This is an optimization exercise on Yosys and OpenROAD, whose aim is small area and a short achievable clock period, not a production implementation. Only simulation tests tie the RTL to the original design; equivalence was not proved. No activity file was given, so power comes from the tool's default toggle rates.

== sierra ==
Design user_logic, start of the top module:
module user_logic
(
  Bus2IP_Clk,                      
  Bus2IP_Reset,                    
  Bus2IP_Data,                     
  Bus2IP_BE,                       
  Bus2IP_RdCE,                     
  Bus2IP_WrCE,                     
  IP2Bus_Data,                     
  IP2Bus_RdAck,                    
  IP2Bus_WrAck,                    
  IP2Bus_Error                     
);
parameter C_SLV_DWIDTH                   = 32;
parameter C_NUM_REG                      = 3;
input                                     Bus2IP_Clk;
input                                     Bus2IP_Reset;
input      [0 : C_SLV_DWIDTH-1]           Bus2IP_Data;
input      [0 : C_SLV_DWIDTH/8-1]         Bus2IP_BE;
input      [0 : C_NUM_REG-1]              Bus2IP_RdCE;
input      [0 : C_NUM_REG-1]              Bus2IP_WrCE;
output     [0 : C_SLV_DWIDTH-1]           IP2Bus_Data;
output                                    IP2Bus_RdAck;
output                                    IP2Bus_WrAck;
output                                    IP2Bus_Error;
  reg  [0:31] slv_reg0;    
  reg  [0:31] slv_reg1;    
  reg  [0:31] slv_reg2;    
  reg         rst_d;       
  integer     byte_index;
  reg [0:31] a_next, b_next;
  always @(*) begin
    a_next = slv_reg0;
    b_next = slv_reg1;
    if (Bus2IP_Reset == 1) begin
      a_next = 0;
      b_next = 0;
    end else
      case (Bus2IP_WrCE)
        3'b100 :
  ...
==> flow/config.mk <==
export PLATFORM = sky130hd
export DESIGN_NAME = user_logic
export DESIGN_NICKNAME = user_logic
export VERILOG_FILES = /design/flow/design.v
export SDC_FILE = /design/flow/constraint.sdc
export NUM_CORES = 4
export LEC_CHECK = 0
export ABC_AREA = 0
export CAP_MARGIN = 20
export CORE_MARGIN = 2
export CORE_UTILIZATION = 40
export SETUP_SLACK_MARGIN = 4.0
export SLEW_MARGIN = 20
export SYNTH_HIERARCHICAL = 1
export SYNTH_MINIMUM_KEEP_SIZE = 0
==> flow/constraint.sdc <==
create_clock -name core_clock -period 8.0 [get_ports {Bus2IP_Clk}]
set_input_delay 1.6000 -clock core_clock [delete_from_list [all_inputs] [get_ports {Bus2IP_Clk}]]
set_output_delay 1.6000 -clock core_clock [all_outputs]
set_load 0.01 [all_outputs]
standard.sh (not shown) runs the stock make flow with config.mk's settings and CLKGATE_MAP_FILE= SYNTH_SCRIPT=/design/flow/synth_recipe.tcl, a recipe that flattens the netlist after the stock synthesis.
==> flow/flow/run.sh <==
#!/bin/bash
set -euo pipefail
bash standard.sh "BUFFER_PORTS_ARGS=-buffer_cell sky130_fd_sc_hd__buf_2" finish > make.log 2>&1
Setup changes, sierra to yarrow
==> flow/flow/run.sh <==
#!/bin/bash
set -euo pipefail
bash standard.sh "BUFFER_PORTS_ARGS=-buffer_cell sky130_fd_sc_hd__buf_2" \
  "CTS_ARGS=-sink_clustering_enable -repair_clock_nets -dont_use_dummy_load -sink_clustering_size 14 -buf_list sky130_fd_sc_hd__clkbuf_8 -root_buf sky130_fd_sc_hd__clkbuf_16" \
  finish > make.log 2>&1
[summary]
Measured against each other, sierra and yarrow differ in total power, the higher figure coming from sierra. On final clock period utilization by the worst path, sierra and yarrow are basically level. Between sierra and yarrow, the count of cells along the worst hold path figures differ only marginally. Between sierra and yarrow, the maximum frequency figures differ only marginally. The run showing the smaller sequential share of power is sierra. Compared with sierra, in yarrow final cell count -about 1%, number of clock-tree buffers in the layout -1, routed metal-1 wire length down 1.4%, initial antenna violation count moved down.
### yarrow -> fjord
- swapping 4.0 for 3.7 in SETUP_SLACK_MARGIN
==> flow/run.sh (new file) <==
#!/bin/bash
# synth_recipe.tcl (not shown) runs the flow's synth.tcl, then flattens the netlist and writes it again
# the make line also repeats each setting of config.mk as NAME=value (left out here)
make -C /OpenROAD-flow-scripts/flow DESIGN_CONFIG=/design/flow/config.mk WORK_HOME=/design/flow/orfs CLKGATE_MAP_FILE= SYNTH_SCRIPT=/design/flow/synth_recipe.tcl finish
removed: flow/flow/run.sh
removed: flow/standard.sh
- fjord: done, clean on timing, DRC and antenna
- yarrow finished every stage and its layout cleared the timing, design-rule and antenna checks.
- Highest-delay cell along the critical path = sky130_fd_sc_hd__a22oi_2: yarrow; highest-delay cell along the critical path = sky130_fd_sc_hd__clkdlybuf4s15_1: fjord
- Diff yarrow -> fjord: wire length fell by 3.5%; total met3 wirelength after detailed routing fell by about 11%; power per cell area increased about 18%.
- [compare] base=yarrow new=fjord: summed area of non-filler cells in the final layout went up 1.3%, core utilization went up 0.61 points, net switching power went up 15%.
- Comparing fjord and yarrow, global-route usage is higher on yarrow.
Setup changes, fjord to zinc
- swapping 3.7 for 4.0 in SETUP_SLACK_MARGIN
- swapping 40 for 60 in CORE_UTILIZATION
--- outcome ---
- zinc was carried through to the last stage, and its layout satisfied the timing, design-rule and antenna checks.
- zinc vs fjord: final period utilization down
- Highest-delay cell along the critical path: sky130_fd_sc_hd__clkdlybuf4s15_1 -> fjord, sky130_fd_sc_hd__a21oi_4 -> zinc
- When zinc is measured against fjord, its placed cell area turns out about 1.4% lower.
- Taking fjord as the reference point, the register area of zinc rises by about 0.5%.
- Going from fjord to zinc, cell area increased about 2%, first-pass GRT wire length increased 5.5%.

[re-timing with driven ports]
Ports are ideal in the flow. The routed layouts listed here were re-timed in OpenROAD. Step 1, drivers: a clkbuf_16 drives Bus2IP_Clk and a buf_2 each remaining input, both assumed. Step 2 times the ports against the registers' clock, not the clock port: input delays grow and output delays shrink by t, the midpoint of the rising clock arrivals with the driver on. a / b / c = ideal ports / drivers / drivers and shift; a / b = the first two.
| run | t (ns) | setup WS [ns] | worst hold slack (ns) | worst slew at a driven data input, ns |
|---|---|---|---|---|
| sierra | 0.514 | 3.872 / 3.813 / 3.813 | 0.438 / 0.438 / 0.438 | 0.08 |
| yarrow | 0.454 | 3.876 / 3.817 / 3.817 | 0.444 / 0.444 / 0.444 | 0.08 |
| fjord | 0.516 | 3.726 / 3.651 / 3.651 | 0.429 / 0.429 / 0.429 | 0.08 |
| zinc | 0.499 | 3.783 / 3.694 / 3.694 | 0.435 / 0.435 / 0.435 | 0.14 |
After both steps setup and hold are still met in every run listed. The setup slack of zinc, which loses most, moves by -0.089 ns with the drivers and by -0.089 ns with both steps.
